Context: an optimization exercise on an open-source flow, tuned for small area, a short achievable clock period and few clock cycles. The choices shown serve that exercise and are no tape-out recipe. The RTL of this run was laid out without a check of its function. Power is estimated from default activity; no workload was simulated.

[design/flow/run.sh]
#!/bin/bash
# synth_recipe.tcl (not shown) runs the flow's synth.tcl, then flattens the netlist and writes it again
# the make line also repeats each setting of config.mk as NAME=value (left out here)
make -C /OpenROAD-flow-scripts/flow DESIGN_CONFIG=/design/flow/config.mk WORK_HOME=/design/flow/orfs CLKGATE_MAP_FILE= SYNTH_SCRIPT=/design/flow/synth_recipe.tcl finish
[design/flow/config.mk]
export PLATFORM = sky130hd
export DESIGN_NAME = proc
export DESIGN_NICKNAME = proc
export VERILOG_FILES = /design/flow/design.v
export SDC_FILE = /design/flow/constraint.sdc
export NUM_CORES = 4
export LEC_CHECK = 0
export CAP_MARGIN = 20
export CORE_MARGIN = 2
export CORE_UTILIZATION = 40
export SLEW_MARGIN = 20
[design/flow/constraint.sdc]
create_clock -name core_clock -period 12.0 [get_ports {clk}]
set_input_delay 2.4000 -clock core_clock [delete_from_list [all_inputs] [get_ports {clk}]]
set_output_delay 2.4000 -clock core_clock [all_outputs]
set_load 0.01 [all_outputs]
[design/flow/design.v]
`default_nettype none
module dff (q, d, clk, rst);
    output wire        q;
    input wire         d;
    input wire         clk;
    input wire         rst;
    reg            state;
    assign q = state;
    always @(posedge clk) begin
      state <= rst? 1'b0 : d;
    end
endmodule
`default_nettype wire
module and2 (out,in1,in2);
    output out;
    input in1,in2;
    assign out = (in1 & in2);
endmodule
module dec3_to_8 (in, out);
    input [2:0] in;
    output [7:0] out;
    assign out = (in == 3'b000) ? 8'b00000001 :
	         (in == 3'b001) ? 8'b00000010 :
		 (in == 3'b010) ? 8'b00000100 :
		 (in == 3'b011) ? 8'b00001000 :
	  	 (in == 3'b100) ? 8'b00010000 :
		 (in == 3'b101) ? 8'b00100000 :
		 (in == 3'b110) ? 8'b01000000 :
		 (in == 3'b111) ? 8'b10000000 :
		 8'bxxxxxxxx;
endmodule
module mux8_1_16b(out, in1, in2, in3, in4, in5, in6, in7, in8, s);
    parameter N = 16;
    output [N-1:0]  out;
    input [N-1:0]   in1, in2, in3, in4, in5, in6, in7, in8;
    input [2:0]     s;
    assign out = (s == 3'b000) ? in1 :
	         (s == 3'b001) ? in2 :
		 (s == 3'b010) ? in3 :
		 (s == 3'b011) ? in4 :
		 (s == 3'b100) ? in5 :
		 (s == 3'b101) ? in6 :
		 (s == 3'b110) ? in7 :
		 (s == 3'b111) ? in8 :
		 16'b0000000000000000;
endmodule
module reg_16b (q_16b, d_16b, clk, rst, write);
    parameter N = 16;
    output [N - 1:0] q_16b;
    input [N -1:0] d_16b;
    input clk, rst, write;
    wire new_clk, not_clk2, new_clk2;
    wire [15:0] write_d;
    assign write_d = write ? d_16b : q_16b;
    dff flop0(.q(q_16b[0]), .d(write_d[0]), .clk(clk), .rst(rst));
    dff flop1(.q(q_16b[1]), .d(write_d[1]), .clk(clk), .rst(rst));
    dff flop2(.q(q_16b[2]), .d(write_d[2]), .clk(clk), .rst(rst));
    dff flop3(.q(q_16b[3]), .d(write_d[3]), .clk(clk), .rst(rst));
    dff flop4(.q(q_16b[4]), .d(write_d[4]), .clk(clk), .rst(rst));
    dff flop5(.q(q_16b[5]), .d(write_d[5]), .clk(clk), .rst(rst));
    dff flop6(.q(q_16b[6]), .d(write_d[6]), .clk(clk), .rst(rst));
    dff flop7(.q(q_16b[7]), .d(write_d[7]), .clk(clk), .rst(rst));
    dff flop8(.q(q_16b[8]), .d(write_d[8]), .clk(clk), .rst(rst));
    dff flop9(.q(q_16b[9]), .d(write_d[9]), .clk(clk), .rst(rst));
    dff flop10(.q(q_16b[10]), .d(write_d[10]), .clk(clk), .rst(rst));
    dff flop11(.q(q_16b[11]), .d(write_d[11]), .clk(clk), .rst(rst));
    dff flop12(.q(q_16b[12]), .d(write_d[12]), .clk(clk), .rst(rst));
    dff flop13(.q(q_16b[13]), .d(write_d[13]), .clk(clk), .rst(rst));
    dff flop14(.q(q_16b[14]), .d(write_d[14]), .clk(clk), .rst(rst));
    dff flop15(.q(q_16b[15]), .d(write_d[15]), .clk(clk), .rst(rst));
endmodule
module regFile (
                read1Data, read2Data, err,
                clk, rst, read1RegSel, read2RegSel, writeRegSel, writeData, writeEn
                );
   input        clk, rst;
   input [2:0]  read1RegSel;
   input [2:0]  read2RegSel;
   input [2:0]  writeRegSel;
   input [15:0] writeData;
   input        writeEn;
   output [15:0] read1Data;
   output [15:0] read2Data;
   output        err;
   wire [7:0] one_hot_sel;
   dec3_to_8 write_dec(.in(writeRegSel), .out(one_hot_sel));
   wire w_reg0, w_reg1, w_reg2, w_reg3, w_reg4, w_reg5, w_reg6, w_reg7;
   and2 reg0_and(.out(w_reg0), .in1(one_hot_sel[0]), .in2(writeEn));
   and2 reg1_and(.out(w_reg1), .in1(one_hot_sel[1]), .in2(writeEn));
   and2 reg2_and(.out(w_reg2), .in1(one_hot_sel[2]), .in2(writeEn));
   and2 reg3_and(.out(w_reg3), .in1(one_hot_sel[3]), .in2(writeEn));
   and2 reg4_and(.out(w_reg4), .in1(one_hot_sel[4]), .in2(writeEn));
   and2 reg5_and(.out(w_reg5), .in1(one_hot_sel[5]), .in2(writeEn));
   and2 reg6_and(.out(w_reg6), .in1(one_hot_sel[6]), .in2(writeEn));
   and2 reg7_and(.out(w_reg7), .in1(one_hot_sel[7]), .in2(writeEn));  
   wire [15:0] reg0_q, reg1_q, reg2_q, reg3_q, reg4_q, reg5_q, reg6_q, reg7_q;
   reg_16b reg0(.q_16b(reg0_q), .d_16b(writeData), .clk(clk), .rst(rst), .write(w_reg0));
   reg_16b reg1(.q_16b(reg1_q), .d_16b(writeData), .clk(clk), .rst(rst), .write(w_reg1));
   reg_16b reg2(.q_16b(reg2_q), .d_16b(writeData), .clk(clk), .rst(rst), .write(w_reg2));
   reg_16b reg3(.q_16b(reg3_q), .d_16b(writeData), .clk(clk), .rst(rst), .write(w_reg3));
   reg_16b reg4(.q_16b(reg4_q), .d_16b(writeData), .clk(clk), .rst(rst), .write(w_reg4));
   reg_16b reg5(.q_16b(reg5_q), .d_16b(writeData), .clk(clk), .rst(rst), .write(w_reg5));
   reg_16b reg6(.q_16b(reg6_q), .d_16b(writeData), .clk(clk), .rst(rst), .write(w_reg6));
   reg_16b reg7(.q_16b(reg7_q), .d_16b(writeData), .clk(clk), .rst(rst), .write(w_reg7));
   mux8_1_16b read1_mux(.out(read1Data), .in1(reg0_q), .in2(reg1_q), .in3(reg2_q), .in4(reg3_q), .in5(reg4_q), .in6(reg5_q), .in7(reg6_q), .in8(reg7_q), .s(read1RegSel));
   mux8_1_16b read2_mux(.out(read2Data), .in1(reg0_q), .in2(reg1_q), .in3(reg2_q), .in4(reg3_q), .in5(reg4_q), .in6(reg5_q), .in7(reg6_q), .in8(reg7_q), .s(read2RegSel));
endmodule
`default_nettype none
module fullAdder_1b(s, c_out, p, g, a, b, c_in);
    output wire s;
    output wire c_out, p, g;
    input  wire a, b;
    input  wire c_in;
    assign s = (a ^ b ^ c_in);
    assign c_out = ~( (~(a&b)) & (~((a^b)&c_in)) );
    assign p = a | b;
    assign g = a & b;
endmodule
`default_nettype wire
`default_nettype none
module carrylogic(c_in, c_in1, c_in2, c_in3, c_out, p0, p1, p2, p3, g0, g1, g2, g3);
    input  wire c_in, p0, p1, p2, p3, g0, g1, g2, g3;
    output wire c_in1, c_in2, c_in3, c_out;
    assign c_in1 = g0 | (p0 & c_in);
    assign c_in2 = g1 | (g0 & p1) | (p1 & p0 & c_in);
    assign c_in3 = g2 | (g1 & p2) | (g0 & p2 & p1) |(p2 & p1 & p0 & c_in);
    assign c_out = g3 | (g2 & p3) | (g1 & p3 & p2) | (g0 & p3 & p2 & p1) |(p3 & p2 & p1 & p0 & c_in);
endmodule
`default_nettype wire
`default_nettype none
module cla_4b(sum, c_out, G, P, a, b, c_in);
    parameter   N = 4;
    output wire [N-1:0] sum;
    output wire         c_out, G, P;
    input  wire [N-1:0] a, b;
    input  wire         c_in;
    wire c_in1, c_in2, c_in3;
    wire p0, p1, p2, p3;
    wire g0, g1, g2, g3;
    carrylogic carryBlock(  .c_in(c_in), .c_in1(c_in1), .c_in2(c_in2), .c_in3(c_in3), .c_out(c_out),
                            .p0(p0), .p1(p1), .p2(p2), .p3(p3), 
                            .g0(g0), .g1(g1), .g2(g2), .g3(g3));
    fullAdder_1b fa0( .s(sum[0]), .c_out(), .p(p0), .g(g0), .a(a[0]), .b(b[0]), .c_in(c_in));
    fullAdder_1b fa1( .s(sum[1]), .c_out(), .p(p1), .g(g1), .a(a[1]), .b(b[1]), .c_in(c_in1));
    fullAdder_1b fa2( .s(sum[2]), .c_out(), .p(p2), .g(g2), .a(a[2]), .b(b[2]), .c_in(c_in2));
    fullAdder_1b fa3( .s(sum[3]), .c_out(), .p(p3), .g(g3), .a(a[3]), .b(b[3]), .c_in(c_in3));
    assign G = g3 | (p3 & g2) | (p3 & p2 & g1) | (p3 & p2 & p1 & g0);
    assign P = p3 & p2 & p1 & p0;
endmodule
`default_nettype wire
`default_nettype none
module cla_16b(sum, c_out, a, b, c_in);
    parameter   N = 16;
    output wire [N-1:0] sum;
    output wire         c_out;
    input  wire [N-1:0] a, b;
    input  wire         c_in;
    wire C_in1, C_in2, C_in3;
    wire G0, G1, G2, G3;
    wire P0, P1, P2, P3;
    carrylogic carryBlock(  .c_in(c_in), .c_in1(C_in1), .c_in2(C_in2), .c_in3(C_in3), .c_out(c_out),
                            .p0(P0), .p1(P1), .p2(P2), .p3(P3), 
                            .g0(G0), .g1(G1), .g2(G2), .g3(G3));
    cla_4b cla0_3  ( .sum(sum[3:0]),   .c_out(),      .G(G0), .P(P0), .a(a[3:0]),   .b(b[3:0]),   .c_in(c_in) );
    cla_4b cla4_7  ( .sum(sum[7:4]),   .c_out(),      .G(G1), .P(P1), .a(a[7:4]),   .b(b[7:4]),   .c_in(C_in1) );
    cla_4b cla8_11 ( .sum(sum[11:8]),  .c_out(),      .G(G2), .P(P2), .a(a[11:8]),  .b(b[11:8]),  .c_in(C_in2) );
    cla_4b cla12_15( .sum(sum[15:12]), .c_out(c_out), .G(G3), .P(P3), .a(a[15:12]), .b(b[15:12]), .c_in(C_in3) );
endmodule
`default_nettype wire
module alu (InA, InB, Cin, Oper, invA, invB, sign, Out, Zero, Ofl, Neg, Cout);
    parameter OPERAND_WIDTH = 16;    
    parameter NUM_OPERATIONS = 3;
    input  [OPERAND_WIDTH -1:0] InA ;  
    input  [OPERAND_WIDTH -1:0] InB ;  
    input                       Cin ;  
    input  [NUM_OPERATIONS-1:0] Oper;  
    input                       invA;  
    input                       invB;  
    input                       sign;  
    output [OPERAND_WIDTH -1:0] Out ;  
    output                      Ofl ;  
    output                      Zero;  
    output 			Neg;
    output 			Cout;
    wire [15:0] newA, newB, ArotL, AshftL, ArotR, AshftR, AsumB, AandB, AorB, AxorB;
    wire Cout, Neg, Ofl;
    assign newA = (invA) ? ~InA : InA;
    assign newB = (invB) ? ~InB : InB;
    wire [15:0] tmpLR[2:0];
    assign tmpLR[2] = newB[3] ? { newA[7:0], newA[15:8] } : newA;
    assign tmpLR[1] = newB[2] ? { tmpLR[2][11:0], tmpLR[2][15:12] } : tmpLR[2];
    assign tmpLR[0] = newB[1] ? { tmpLR[1][13:0], tmpLR[1][15:14] } : tmpLR[1];
    assign ArotL  = newB[0] ? { tmpLR[0][14:0], tmpLR[0][15] } : tmpLR[0];
    wire [15:0] tmpLS[2:0];
    assign tmpLS[2] = newB[3] ? { newA[7:0], 8'h00 } : newA;
    assign tmpLS[1] = newB[2] ? { tmpLS[2][11:0], 4'h0 } : tmpLS[2];
    assign tmpLS[0] = newB[1] ? { tmpLS[1][13:0], 2'b00 } : tmpLS[1];
    assign AshftL  = newB[0] ? { tmpLS[0][14:0], 1'b0 } : tmpLS[0];
    wire [15:0] tmpRR[2:0];
    assign tmpRR[2] = newB[3] ? { newA[7:0], newA[15:8] } : newA;
    assign tmpRR[1] = newB[2] ? { tmpRR[2][3:0], tmpRR[2][15:4] } : tmpRR[2];
    assign tmpRR[0] = newB[1] ? { tmpRR[1][1:0], tmpRR[1][15:2] } : tmpRR[1];
    assign ArotR  = newB[0] ? { tmpRR[0][0], tmpRR[0][15:1] } : tmpRR[0];
    wire [15:0] tmpRS[2:0];
    assign tmpRS[2] = newB[3] ? { 8'h00, newA[15:8] } : newA;
    assign tmpRS[1] = newB[2] ? { 4'h0, tmpRS[2][15:4] } : tmpRS[2];
    assign tmpRS[0] = newB[1] ? { 2'b00, tmpRS[1][15:2] } : tmpRS[1];
    assign AshftR  = newB[0] ? { 1'b0, tmpRS[0][15:1] } : tmpRS[0];
    cla_16b adder(.sum(AsumB), .c_out(Cout), .a(newA), .b(newB), .c_in(Cin));
    assign AandB = newA & newB;
    assign AorB = newA | newB;
    assign AxorB = newA ^ newB;
    assign Out = (Oper == 3'b000) ? ArotL :
	         (Oper == 3'b001) ? AshftL :
	         (Oper == 3'b010) ? ArotR :
	         (Oper == 3'b011) ? AshftR :
	         (Oper == 3'b100) ? AsumB :
	         (Oper == 3'b101) ? AandB :
	         (Oper == 3'b110) ? AorB :
	         (Oper == 3'b111) ? AxorB:
		 16'h0000;
    assign Zero = ~|Out;
    assign Neg = Out[15];
    assign Ofl = (Oper != 3'b100) ? 1'b0 :
	         (sign) ? ((Out[15] & ~newA[15] & ~newB[15]) | (~Out[15] & newA[15] & newB[15])) : Cout;  
endmodule
module control(inst_op, inst_op2,
               RegDst, ReadData2_sel, RegWrite, PC_cntrl, Imm_cntrl, Link_cntrl,
	       AluSrc1, AluSrc2, inv1, inv2, Cin, Branch, Jump, AluOp, R_sel, B_sel, shft_cntrl, BTR_signal,
	       MemWrite, MemRead, MemReg, Set_cntrl, halt);
  input [4:0] inst_op;     
  input [1:0] inst_op2;
  output reg [1:0] RegDst;
  output reg ReadData2_sel;
  output reg RegWrite;
  output reg PC_cntrl;
  output reg [2:0] Imm_cntrl;   
  output reg Link_cntrl;
  output reg AluSrc1;
  output reg AluSrc2;
  output reg Branch;
  output reg Jump;
  output reg Cin;
  output reg inv1;
  output reg inv2;
  output reg [2:0] AluOp;
  output reg R_sel;
  output reg [1:0] B_sel;
  output reg shft_cntrl;
  output reg BTR_signal;
  output reg MemWrite;
  output reg MemRead;
  output reg MemReg;
  output reg [2:0] Set_cntrl;
  output reg halt;
  wire [6:0] full_inst;
  assign full_inst = {inst_op, inst_op2};
  always @(full_inst)
  begin
    RegDst   = 2'b00;
    ReadData2_sel  = 1'b0;
    RegWrite = 1'b1;
    Imm_cntrl = 3'b000;
    PC_cntrl = 1'b0;
    Link_cntrl = 1'b0;
    AluSrc1 = 1'b0;
    AluSrc2 = 1'b0;
    Branch  = 1'b0;
    Jump    = 1'b0;
    Cin     = 1'b0;
    inv1    = 1'b0;
    inv2    = 1'b0;
    AluOp   = 3'b100;    
    R_sel = 1'b0;
    B_sel = 2'b00;
    shft_cntrl = 1'b0;
    BTR_signal = 1'b0;
    MemWrite = 1'b0;
    MemRead  = 1'b0;
    MemReg   = 1'b0;
    Set_cntrl = 3'b000;
    halt = 1'b0;
    casex(full_inst)
      7'b00000xx:  
        begin
          halt = 1'b1;
	  PC_cntrl = 1'b1;
	  RegWrite = 1'b0;
        end
      7'b00001xx:  
        begin
          RegWrite = 1'b0;
        end
      7'b01000xx:  
        begin
	  RegDst = 2'b01;
	  Imm_cntrl = 3'b000;
	  AluSrc2 = 1'b1;
        end
      7'b01001xx:  
        begin
          RegDst = 2'b01;
	  Imm_cntrl = 3'b000;
	  AluSrc2 = 1'b1;
	  Cin = 1'b1;
	  inv1 = 1'b1;   
        end
      7'b01010xx:  
        begin
          RegDst = 2'b01;
          Imm_cntrl = 3'b001;
          AluSrc2 = 1'b1;
	  AluOp = 3'b111;
        end
      7'b01011xx:  
        begin
          RegDst = 2'b01;
          Imm_cntrl = 3'b001;
          AluSrc2 = 1'b1;
	  inv2 = 1'b1;
	  AluOp = 3'b101;
        end
      7'b10100xx:  
        begin
          RegDst = 2'b01;
          Imm_cntrl = 3'b001;
          AluSrc2 = 1'b1;
	  AluOp = 3'b000;
        end
      7'b10101xx:  
        begin
          RegDst = 2'b01;
          Imm_cntrl = 3'b001;
          AluSrc2 = 1'b1;
          AluOp = 3'b001;
        end
      7'b10110xx:  
        begin
          RegDst = 2'b01;
          Imm_cntrl = 3'b001;
          AluSrc2 = 1'b1;
          AluOp = 3'b010;
        end
      7'b10111xx:  
        begin
          RegDst = 2'b01;
          Imm_cntrl = 3'b001;
          AluSrc2 = 1'b1;
          AluOp = 3'b011;
        end
      7'b10000xx:  
        begin
          RegWrite = 1'b0;
	  Imm_cntrl = 3'b000;
	  AluSrc2 = 1'b1;
          MemWrite = 1'b1;
        end
      7'b10001xx:  
        begin
	  RegDst = 2'b01;
          Imm_cntrl = 3'b000;
	  AluSrc2 = 1'b1;
	  MemRead = 1'b1;
	  MemReg = 1'b1;
        end
      7'b10011xx:  
        begin
          RegDst = 2'b10;
	  Imm_cntrl = 3'b000;
	  AluSrc2 = 1'b1;
	  MemWrite = 1'b1;
        end
      7'b11001xx:  
        begin
	  BTR_signal = 1'b1;
        end
      7'b1101100:  
        begin
          AluOp = 3'b100;
        end
      7'b1101101:  
        begin
          Cin = 1'b1;
	  inv1 = 1'b1;  
        end
      7'b1101110:  
        begin
          AluOp = 3'b111;
        end
      7'b1101111:  
        begin
          AluOp = 3'b101;
	  inv2 = 1'b1;  
        end
      7'b1101000:  
        begin
	  AluOp = 3'b000;
        end
      7'b1101001:  
        begin
          AluOp = 3'b001;
        end
      7'b1101010:  
        begin
          AluOp = 3'b010;
        end
      7'b1101011:  
        begin
          AluOp = 3'b011;
        end
      7'b11100xx:  
        begin
          Cin = 1'b1;
	  inv2 = 1'b1;
	  Set_cntrl = 3'b001;
        end
      7'b11101xx:  
        begin
          Cin = 1'b1;
	  inv2 = 1'b1;
          Set_cntrl = 3'b010;
        end
      7'b11110xx:  
        begin
          Cin = 1'b1;
	  inv2 = 1'b1;
	  Set_cntrl = 3'b011;
        end
      7'b11111xx:  
        begin
	  Set_cntrl = 3'b100;
        end
      7'b01100xx:  
        begin
          Branch = 1'b1;
	  ReadData2_sel = 1'b1;
	  Imm_cntrl = 3'b010;
	  AluOp = 3'b101;
	  B_sel = 2'b00;
	  RegWrite = 1'b0;
        end
      7'b01101xx:  
        begin
          Branch = 1'b1;
	  ReadData2_sel = 1'b1;
	  Imm_cntrl = 3'b010;
	  AluOp = 3'b101;
	  B_sel = 2'b01;
          RegWrite = 1'b0;
        end
      7'b01110xx:  
        begin
          Branch = 1'b1;
	  ReadData2_sel = 1'b1;
	  Imm_cntrl = 3'b010;
	  AluOp = 3'b101;
	  B_sel = 2'b10;
	  RegWrite = 1'b0;
        end
      7'b01111xx:  
        begin
          Branch = 1'b1;
	  ReadData2_sel = 1'b1;
	  Imm_cntrl = 3'b010;
	  AluOp = 3'b101;
	  B_sel = 2'b11;
	  RegWrite = 1'b0;
        end
      7'b11000xx:  
        begin
	  RegDst = 2'b10;
	  shft_cntrl = 1'b1;
	  Imm_cntrl = 3'b010;
	  AluSrc1 = 1'b1;
	  AluSrc2 = 1'b1;
        end
      7'b10010xx:  
        begin
          RegDst = 2'b10;
	  Imm_cntrl = 3'b011;
	  AluSrc1 = 1'b1;
	  AluSrc2 = 1'b1;
	  AluOp = 3'b110;
        end
      7'b00100xx:  
        begin
          Jump = 1'b1;
	  Imm_cntrl = 3'b100;
	  RegWrite = 1'b0;
        end
      7'b00101xx:  
        begin
	  AluSrc2 = 1'b1;
          Jump = 1'b1;
	  Imm_cntrl = 3'b010;
	  R_sel = 1'b1;
	  RegWrite = 1'b0;
        end
      7'b00110xx:  
        begin
          Jump = 1'b1;
          RegDst = 2'b11;
	  Imm_cntrl = 3'b100;
	  Link_cntrl = 1'b1;
        end
      7'b00111xx:  
        begin
          AluSrc2 = 1'b1;
	  Jump = 1'b1;
          RegDst = 2'b11;
	  Imm_cntrl = 3'b010;
	  Link_cntrl = 1'b1;
          R_sel = 1'b1;
        end
      7'b00010xx:  
        begin
        end
      7'b00011xx:  
        begin
        end
      default:
        begin
        end
    endcase
  end
endmodule
`default_nettype none
module fetch (pc_in, clk, rst, halt, inst, pc_out, pc_inc, imem_data);  
   input wire [15:0] pc_in;
   input wire clk, rst, halt;
   output wire [15:0] inst, pc_out, pc_inc;
   input wire [15:0] imem_data;   
   dff pc_b0(.q(pc_out[0]), .d(pc_in[0]), .clk(clk), .rst(rst));
   dff pc_b1(.q(pc_out[1]), .d(pc_in[1]), .clk(clk), .rst(rst));
   dff pc_b2(.q(pc_out[2]), .d(pc_in[2]), .clk(clk), .rst(rst));
   dff pc_b3(.q(pc_out[3]), .d(pc_in[3]), .clk(clk), .rst(rst));
   dff pc_b4(.q(pc_out[4]), .d(pc_in[4]), .clk(clk), .rst(rst));
   dff pc_b5(.q(pc_out[5]), .d(pc_in[5]), .clk(clk), .rst(rst));
   dff pc_b6(.q(pc_out[6]), .d(pc_in[6]), .clk(clk), .rst(rst));
   dff pc_b7(.q(pc_out[7]), .d(pc_in[7]), .clk(clk), .rst(rst));
   dff pc_b8(.q(pc_out[8]), .d(pc_in[8]), .clk(clk), .rst(rst));
   dff pc_b9(.q(pc_out[9]), .d(pc_in[9]), .clk(clk), .rst(rst));
   dff pc_b10(.q(pc_out[10]), .d(pc_in[10]), .clk(clk), .rst(rst));
   dff pc_b11(.q(pc_out[11]), .d(pc_in[11]), .clk(clk), .rst(rst));
   dff pc_b12(.q(pc_out[12]), .d(pc_in[12]), .clk(clk), .rst(rst));
   dff pc_b13(.q(pc_out[13]), .d(pc_in[13]), .clk(clk), .rst(rst));
   dff pc_b14(.q(pc_out[14]), .d(pc_in[14]), .clk(clk), .rst(rst));
   dff pc_b15(.q(pc_out[15]), .d(pc_in[15]), .clk(clk), .rst(rst));
   wire [15:0] two;
   wire cin;
   assign two = 16'h0002;
   assign cin = 1'b0;
   wire err;
   cla_16b adder(.sum(pc_inc), .c_out(err), .a(pc_out), .b(two), .c_in(cin));
   assign inst = imem_data;
endmodule
`default_nettype wire
`default_nettype none
module decode (clk, rst,
	       curr_PC, inc_PC, inst,   
	       WB_out,		        
	       RegDst, RegWrite, PC_cntrl, Imm_cntrl, Link_cntrl, RD2_sel,  
	       ReadData1, ReadData2, Imm, PC_cntrl_out); 	   
    input wire clk, rst;
    input wire [15:0] curr_PC, inc_PC, inst, WB_out;  
    input wire [1:0] RegDst;
    input wire RegWrite, PC_cntrl, Link_cntrl, RD2_sel;
    input wire [2:0] Imm_cntrl;
    output wire [15:0] ReadData1, ReadData2, Imm, PC_cntrl_out;
    assign PC_cntrl_out = PC_cntrl ? curr_PC : inc_PC;
    wire [15:0] WriteData;
    wire [2:0]  WriteReg;
    assign WriteData = Link_cntrl ? PC_cntrl_out : WB_out;
    assign WriteReg = (RegDst == 2'b00) ? inst[4:2] :  
	              (RegDst == 2'b01) ? inst[7:5] :  
		      (RegDst == 2'b10) ? inst[10:8] :  
		      (RegDst == 2'b11) ? 3'b111 :   
		      3'bxxx;
    wire [2:0] read2_sel, read1_sel;
    assign read2_sel = (RD2_sel) ? inst[10:8] : inst[7:5];
    assign read1_sel = inst[10:8];
    wire err;   
    regFile RegiterFile(.read1Data(ReadData1), .read2Data(ReadData2), .err(err), .clk(clk), .rst(rst), .writeEn(RegWrite),
	                .read1RegSel(read1_sel), .read2RegSel(read2_sel), .writeRegSel(WriteReg), .writeData(WriteData));
    wire [15:0] s_ext_11b, s_ext_8b, z_ext_8b, s_ext_5b, z_ext_5b;
    assign s_ext_11b = { {5{inst[10]}}, inst[10:0] };
    assign s_ext_8b = { {8{inst[7]}}, inst[7:0] };
    assign z_ext_8b = { {8{1'b0}}, inst[7:0] };
    assign s_ext_5b = { {11{inst[4]}}, inst[4:0] };
    assign z_ext_5b = { {11{1'b0}}, inst[4:0] };
   assign Imm = (Imm_cntrl == 3'b000) ? s_ext_5b :
	        (Imm_cntrl == 3'b001) ? z_ext_5b :
	        (Imm_cntrl == 3'b010) ? s_ext_8b :
	        (Imm_cntrl == 3'b011) ? z_ext_8b :
	        (Imm_cntrl == 3'b100) ? s_ext_11b :
	        16'b0000000000000000;	
endmodule
`default_nettype wire
`default_nettype none
module execute (clk, rst,
	        ReadData1, ReadData2, Imm, PC_cntrl_out,    
		AluSrc1, AluSrc2, Branch, Jump, AluOp, Cin, inv1, inv2, B_sel, R_sel, shft_cntrl, BTR_signal,      
		PC_out, Alu_out, c_out, zero, neg, ltz, ovf);   
   input wire clk, rst;
   input wire [15:0] ReadData1, ReadData2, Imm, PC_cntrl_out;
   input wire AluSrc1, AluSrc2, shft_cntrl, Branch, Jump, Cin, inv1, inv2, R_sel, BTR_signal;
   input wire [1:0] B_sel;
   input wire [2:0] AluOp;
   output wire [15:0] PC_out, Alu_out;
   output wire c_out, zero, neg, ltz, ovf;  
   wire [15:0] RD1_lshift, Alu_in1, Alu_in2;
   assign RD1_lshift = shft_cntrl ? {16'h0000} : {ReadData1[7:0], 8'h00};  
   assign Alu_in1 = AluSrc1 ? RD1_lshift : ReadData1;
   assign Alu_in2 = AluSrc2 ? Imm : ReadData2;
   wire [15:0] temp_Alu_out, BTR_val; 
   assign BTR_val = {ReadData1[0], ReadData1[1], ReadData1[2], ReadData1[3], ReadData1[4], ReadData1[5], ReadData1[6], ReadData1[7],
	         ReadData1[8], ReadData1[9], ReadData1[10], ReadData1[11], ReadData1[12], ReadData1[13], ReadData1[14], ReadData1[15]};
   alu ALU(.InA(Alu_in1), .InB(Alu_in2), .Cin(Cin), .Oper(AluOp), .invA(inv1), .invB(inv2), .sign(1'b1), .Out(temp_Alu_out), .Zero(zero), .Ofl(ovf), .Neg(neg), .Cout(c_out));
   assign Alu_out = (BTR_signal) ? BTR_val : temp_Alu_out;
   assign ltz = (ovf & (Alu_out[15] ^ (Alu_in1[15] ^ inv1))) ? ~neg : neg;
   wire [15:0] PC_Imm;
   wire useless;
   cla_16b PC_plus_Imm(.sum(PC_Imm), .c_out(useless), .a(PC_cntrl_out), .b(Imm), .c_in(1'b0));
   wire [1:0] PC_sel;
   wire b_out, BorJ;
   assign b_out = (B_sel == 2'b00) ? Branch & zero :
	          (B_sel == 2'b01) ? Branch & ~zero :
		  (B_sel == 2'b10) ? Branch & neg :
		  (B_sel == 2'b11) ? Branch & (!neg | zero) :
		  1'b0;
   assign BorJ = b_out | Jump;
   assign PC_sel = {R_sel, BorJ}; 
   assign PC_out = (PC_sel == 2'b00) ? PC_cntrl_out :
	           (PC_sel == 2'b01) ? PC_Imm : 
		   (PC_sel == 2'b10) ? Alu_out:
		   (PC_sel == 2'b11) ? Alu_out:
		   2'b00;
endmodule
`default_nettype wire
`default_nettype none
module memory (clk, rst,
	       Addr, WriteData, zero, neg, c_out, ltz, ovf,  
	       MemWrite, MemRead, MemReg, Set_cntrl, halt,  
               WB_out, dmem_rdata);
   input wire clk, rst;
   input wire [15:0] Addr, WriteData;
   input wire zero, neg, c_out, ltz, ovf;  
   input wire MemWrite, MemRead, MemReg, halt;
   input wire [2:0] Set_cntrl;
   output wire [15:0] WB_out;
   input wire [15:0] dmem_rdata;   
   wire [15:0] mem_out;
   wire MemReadorWrite;
   assign MemReadorWrite = MemRead | MemWrite;
   assign mem_out = (MemReadorWrite & ~MemWrite) ? dmem_rdata : 16'h0000;
   wire [15:0] WB_temp;
   assign WB_temp = MemReg ? mem_out : Addr;
   assign WB_out = (Set_cntrl == 3'b000) ? WB_temp :
	           (Set_cntrl == 3'b001) ? { 15'h0000, zero} :
		   (Set_cntrl == 3'b010) ? { 15'h0000, ltz} :
		   (Set_cntrl == 3'b011) ? { 15'h0000, zero | ltz } : 
		   (Set_cntrl == 3'b100) ? { 15'h0000, c_out} :
		   16'hxxxx;
endmodule
`default_nettype wire
`default_nettype none
module proc ( 
   imem_addr, dmem_addr, dmem_wdata, dmem_wr, halt,
   clk, rst, imem_data, dmem_rdata
   );
   input wire clk;
   input wire rst;
   output wire [15:0] imem_addr;
   input wire [15:0]  imem_data;
   output wire [15:0] dmem_addr;
   output wire [15:0] dmem_wdata;
   output wire        dmem_wr;
   input wire [15:0]  dmem_rdata;
   output wire        halt;
   wire ReadData2_sel, RegWrite, PC_cntrl, Link_cntrl;
   wire [1:0] RegDst;
   wire [2:0] Imm_cntrl;
   wire AluSrc1, AluSrc2, Branch, Jump, Cin, inv1, inv2, R_sel, shft_cntrl, BTR_signal;
   wire [1:0] B_sel;
   wire [2:0] AluOp;
   wire MemWrite, MemRead, MemReg;
   wire [2:0] Set_cntrl;
   wire [15:0] inst, pc_f_out, pc_inc;
   wire [15:0] ReadData1, ReadData2, Imm, PC_cntrl_out;
   wire [15:0] PC_out, Alu_out;
   wire c_out, zero, neg, ltz, ovf;  
   wire [15:0] WB_out;
   fetch IF(.pc_in(PC_out), .clk(clk), .rst(rst), .halt(halt),  
	    .inst(inst), .pc_out(pc_f_out), .pc_inc(pc_inc), .imem_data(imem_data));   
   decode ID(.clk(clk), .rst(rst), .curr_PC(pc_f_out), .inc_PC(pc_inc), .inst(inst), .WB_out(WB_out),   
	     .RegDst(RegDst), .RegWrite(RegWrite), .PC_cntrl(PC_cntrl), .Imm_cntrl(Imm_cntrl), .Link_cntrl(Link_cntrl), .RD2_sel(ReadData2_sel),  
	     .ReadData1(ReadData1), .ReadData2(ReadData2), .Imm(Imm), .PC_cntrl_out(PC_cntrl_out));   
   execute EX(.clk(clk), .rst(rst), .ReadData1(ReadData1), .ReadData2(ReadData2), .Imm(Imm), .PC_cntrl_out(PC_cntrl_out),  
	      .AluSrc1(AluSrc1), .AluSrc2(AluSrc2), .Branch(Branch), .Jump(Jump), .AluOp(AluOp), .Cin(Cin), .inv1(inv1), .inv2(inv2), .B_sel(B_sel), .R_sel(R_sel), .shft_cntrl(shft_cntrl), .BTR_signal(BTR_signal), 
	      .PC_out(PC_out), .Alu_out(Alu_out), .c_out(c_out), .zero(zero), .neg(neg), .ltz(ltz), .ovf(ovf)); 
   memory MEMWB(.clk(clk), .rst(rst), .Addr(Alu_out), .WriteData(ReadData2), .zero(zero), .neg(neg), .c_out(c_out), .ltz(ltz), .ovf(ovf),  
	        .MemWrite(MemWrite), .MemRead(MemRead), .MemReg(MemReg), .Set_cntrl(Set_cntrl), .halt(halt), 
		.WB_out(WB_out), .dmem_rdata(dmem_rdata));   
   control CNTRL(.inst_op(inst[15:11]), .inst_op2(inst[1:0]),  
	         .RegDst(RegDst), .ReadData2_sel(ReadData2_sel), .RegWrite(RegWrite), .PC_cntrl(PC_cntrl), .Imm_cntrl(Imm_cntrl), .Link_cntrl(Link_cntrl),  
		 .AluSrc1(AluSrc1), .AluSrc2(AluSrc2), .inv1(inv1), .inv2(inv2), .Cin(Cin), .Branch(Branch), .Jump(Jump), .AluOp(AluOp), .R_sel(R_sel), .B_sel(B_sel), .shft_cntrl(shft_cntrl), .BTR_signal(BTR_signal),  
	         .MemWrite(MemWrite), .MemRead(MemRead), .MemReg(MemReg), .Set_cntrl(Set_cntrl), .halt(halt));   
   assign imem_addr  = pc_f_out;
   assign dmem_addr  = Alu_out;
   assign dmem_wdata = ReadData2;
   assign dmem_wr    = MemWrite;
endmodule  
`default_nettype wire
==> flow_metrics.py <==
metrics = {
    "global_route": {
        "grt_usage_pct": 38.5,
        "grt_max_degree": 101,
        "overflow": 0,
        "grt_pass1_vias": 17600,
        "grt_pass1_wl_um": 120000,
        "antenna_found_initial": 3,
    },
    "sta": {
        "period_minus_slack_ns": 11.65,
        "worstMarginPinSlew_ns": 1.24,
        "finalWorstSetupSlack_ns": 0.350,
        "report.final.slew_viol_count": 0,
        "fmax_ghz": 0.0858,
        "skew_ns": 0.0160,
        "rsz0062_at_grt": "false",
        "setup_violations": 0,
        "maxSlewHeadroom_pct": 16.9,
        "finalHoldViolCount": 0,
        "hold_ws_ns": 0.496,
        "fin_crit_sh_pct": 97.1,
        "finalSetupTns_ns": 0,
    },
    "yosys": {
        "yosys_warnings": 4,
        "synth_top_cell_by_area": "dfxtp_1",
        "synth_edf_count": 0,
        "syn-cell-area_um2": 16200,
        "synth_top_area_share_pct": 17.8,
        "synthTopCellsByArea": "dfxtp_1 18%, mux2i_1 5.6%, nand2_1 5.3%, a21oi_1 5.2%, ha_1 5.1%",
        "ys_ff_latch": 144,
        "syn_nets": 2323,
        "syn_inst": 2216,
        "yosysSeqAreaShare_pct": 17.8,
        "synth.avg_cell_area_um2": 7.32,
        "synth_cell_types": 113,
        "synth_flop_cell": "dfxtp_1",
        "ys_async_sr_fraction_pct": 0,
    },
    "clock_tree": {
        "cts_tree": "done",
        "clk_latency_ns": 0.46,
        "cts_made_buffers": 17,
        "clockRootBuffer": "clkbuf_16",
        "htreeDepth": 4,
        "clk_path_buf_depth": 2,
        "cts_hold_buf": 0,
        "post_cts_buffers": 0,
        "clkSinkCount": 144,
        "cts_resized": 0,
        "clkTransAtPathRegs_ns": 0.06,
    },
    "setup_path": {
        "slowest_stage": "clkdlybuf4s50_1",
        "path_depth": 29,
        "cp_slowest_stage_delay_ns": 0.75,
        "cp_top_family": "buffers and inverters",
        "start_kind": "primary input",
        "cpMostUsedCell": "a21oi_1",
        "cp.required_ns": 9.60,
        "r2r-end": "IF.pc_b15.state$_SDFF_PP0_",
        "crit_path_end_kind": "primary output",
        "worstPathArrival_ns": 9.25,
        "critPathCapture": "dmem_addr[10]",
        "crit_fanout": 20,
        "ff2ff_setup_slack_ns": 4.83,
        "r2r_start": "ID.RegiterFile.reg5.flop1.state$_SDFFE_PP0P_",
        "worstSetupPathType": "in -> out",
        "reg2reg_depth": 24,
        "worst-path-buf-inv": 6,
        "crit_start": "imem_data[14]",
    },
    "place": {
        "gp_congestion": 1.06,
        "place_area_um2": 17800,
        "io_buffers": 83,
        "dp_slack_ns": 0.680,
        "dp.cells": 2763,
        "hpwl_um": 63300,
    },
    "power_and_ir_drop": {
        "power.switching_mw": 1.38,
        "power_density_nw_per_um2": 153,
        "seq_power_share_pct": 20.0,
        "combPwrFrac_pct": 59.1,
        "p_sw_share_pct": 49.2,
        "power.internal_mw": 1.43,
        "clock_power_share_pct": 20.9,
        "peakVddDrop_v": 0.000135,
        "power.leakage_nw": 6.96,
    },
    "floorplan": {
        "die_area_um2": 42200,
        "die_width_um": 205,
        "start_util_pct": 40.6,
        "die_height_um": 205,
        "pin_count": 84,
        "design.core.area_um2": 39900,
        "rows": 73,
    },
    "detailed_routing": {
        "drcViolationCount": 0,
        "post_drt_wl_per_cell_um": 29.4,
        "detail-route-antenna-nets": 0,
        "vias": 19200,
        "vias_per_cell": 6.86,
        "finalWirelength_um": 82300,
        "drtIter0Drc": 3060,
        "first_pass_iters": 6,
    },
    "hold_path": {
        "hp-class": "reg -> reg",
        "hold_depth": 2,
    },
    "layout": {
        "diodes": 0,
        "syn_to_final_growth_pct": 13.5,
        "final_cell_mix": "231 x nand2_1, 209 x nor2_1, 169 x a21oi_1, 156 x o21ai_0, 144 x dfxtp_1",
        "final_common_cell": "nand2_1",
        "stdcell_count": 2795,
        "final_nets": 2364,
        "multi_input_area_um2": 12100,
        "final_area_um2": 18400,
        "seq_area_um2": 2880,
        "fillers": 4054,
        "layout-drive-gt1-share_pct": 13.3,
    },
    "run_status": {
        "outcome": "finished clean",
    },
    "job": {
        "maxCapViolCount": 0,
    },
}
==> Yosys cell counts, types with 13 or more instances <==
library cell	count
a211oi_1	86
a21oi_1	170
a221oi_1	22
a22oi_1	17
a31oi_1	20
a32oi_1	13
and2_1	18
and3_1	13
buf_1	18
buf_2	45
buf_4	29
clkbuf_1	89
dfxtp_1	144
ha_1	66
inv_1	77
mux2_2	26
mux2i_1	90
nand2_1	231
nand2b_1	21
nand3_1	63
nand4_1	14
nor2_1	217
nor2b_1	17
nor3_1	56
o211ai_1	26
o21a_1	15
o21ai_0	157
o21ai_1	20
o221ai_1	14
o22ai_1	46
xnor2_1	41
xor2_1	16
==> worst min path at each step <==
stage | startpoint | end | slack (ns)
global placement | ID.RegiterFile.reg2.flop13.state$_SDFFE_PP0P_ | ID.RegiterFile.reg2.flop13.state$_SDFFE_PP0P_ | 0.48
finish | ID.RegiterFile.reg4.flop8.state$_SDFFE_PP0P_ | ID.RegiterFile.reg4.flop8.state$_SDFFE_PP0P_ | 0.50
CTS | ID.RegiterFile.reg5.flop8.state$_SDFFE_PP0P_ | ID.RegiterFile.reg5.flop8.state$_SDFFE_PP0P_ | 0.50
detailed placement | ID.RegiterFile.reg4.flop14.state$_SDFFE_PP0P_ | ID.RegiterFile.reg4.flop14.state$_SDFFE_PP0P_ | 0.49
global route | ID.RegiterFile.reg4.flop8.state$_SDFFE_PP0P_ | ID.RegiterFile.reg4.flop8.state$_SDFFE_PP0P_ | 0.52
floorplan | ID.RegiterFile.reg1.flop12.state$_SDFFE_PP0P_ | ID.RegiterFile.reg1.flop12.state$_SDFFE_PP0P_ | 0.46
==> routing by layer <==
metal	part of all wire, %	vias up	track usage, %
li1	-	8338	-
met4	6.0	2	20.7
met2	43	1408	59.1
met3	12	271	9.66
met1	39	9148	49.4
met5	0.016	-	0
==> area by class of cell <==
class                           count  share of cell area (%)
Tap cell                          525                    3.57
Clock buffer                       17                    2.31
Sequential cell                   144                    15.7
Clock inverter                     15                    1.13
Multi-Input combinational cell   1793                    65.7
Inverter                           87                    1.77
Timing Repair Buffer              214                    9.83
==> tightest hold or removal path: cells and delay by family, from the launching register on <==
family / cells / cell delay (ns)
flip-flops: 1 / 0.32
AO/OA/AOI/OAI: 2 / 0.13
==> kinds of logic after synthesis <==
family,share of synthesized area [%]
adder cells (fa/ha/maj),5.96
AO/OA/AOI/OAI,33.5
flip-flops,17.8
XOR/XNOR,3.58
AND/OR/NAND/NOR,21.8
multiplexers,9.41
buffers and inverters,8.01
==> per-stage QoR <==
| stage | utilization [%] | total power, mW |
|---|---|---|
| finish | 46.1 | 2.81 |
| detailed placement | 44.5 | 2.16 |
| global route | 46.1 | 2.91 |
| global placement | 44.5 | 2.17 |
| CTS | 46.1 | 2.75 |
| floorplan | - | 1.51 |
==> power by group through the flow <==
stage               clock, mW  combinational, mW  sequential [mW]
CTS                     0.591               1.60            0.561
detailed placement          0               1.59            0.571
global placement            0               1.60            0.571
finish                  0.588               1.66            0.562
floorplan                   0              0.955            0.553
global route            0.609               1.73            0.566

what the ideal ports hide:
The results above use ideal ports. As a check the final layout listed here was re-extracted and re-timed, cells and wires unchanged. Step 1 sets driving cells, clkbuf_16 on the clock port and buf_2 on the other inputs (assumed; they add their load-dependent delay and slew). Step 2 adds t to the input delays and takes it off the output delays; t is the mean of the earliest and latest rising clock arrival at the registers after step 1. Input paths then give back, and output paths get back, about the clock's delay inside the block. a / b / c = ideal / step 1 / step 2; a / b = the first two.
shift t [ns]: 0.507
setup slack, ns: 0.350 / 0.311 / 0.311
worst setup path after step 2: input to output
worst register clock-pin slew, ns: 0.07 / 0.07
worst data-port slew with drivers (ns): 0.05
After both steps this run still meets setup and hold. The setup slack of this run moves by -0.039 ns with the drivers and by -0.039 ns with both steps.
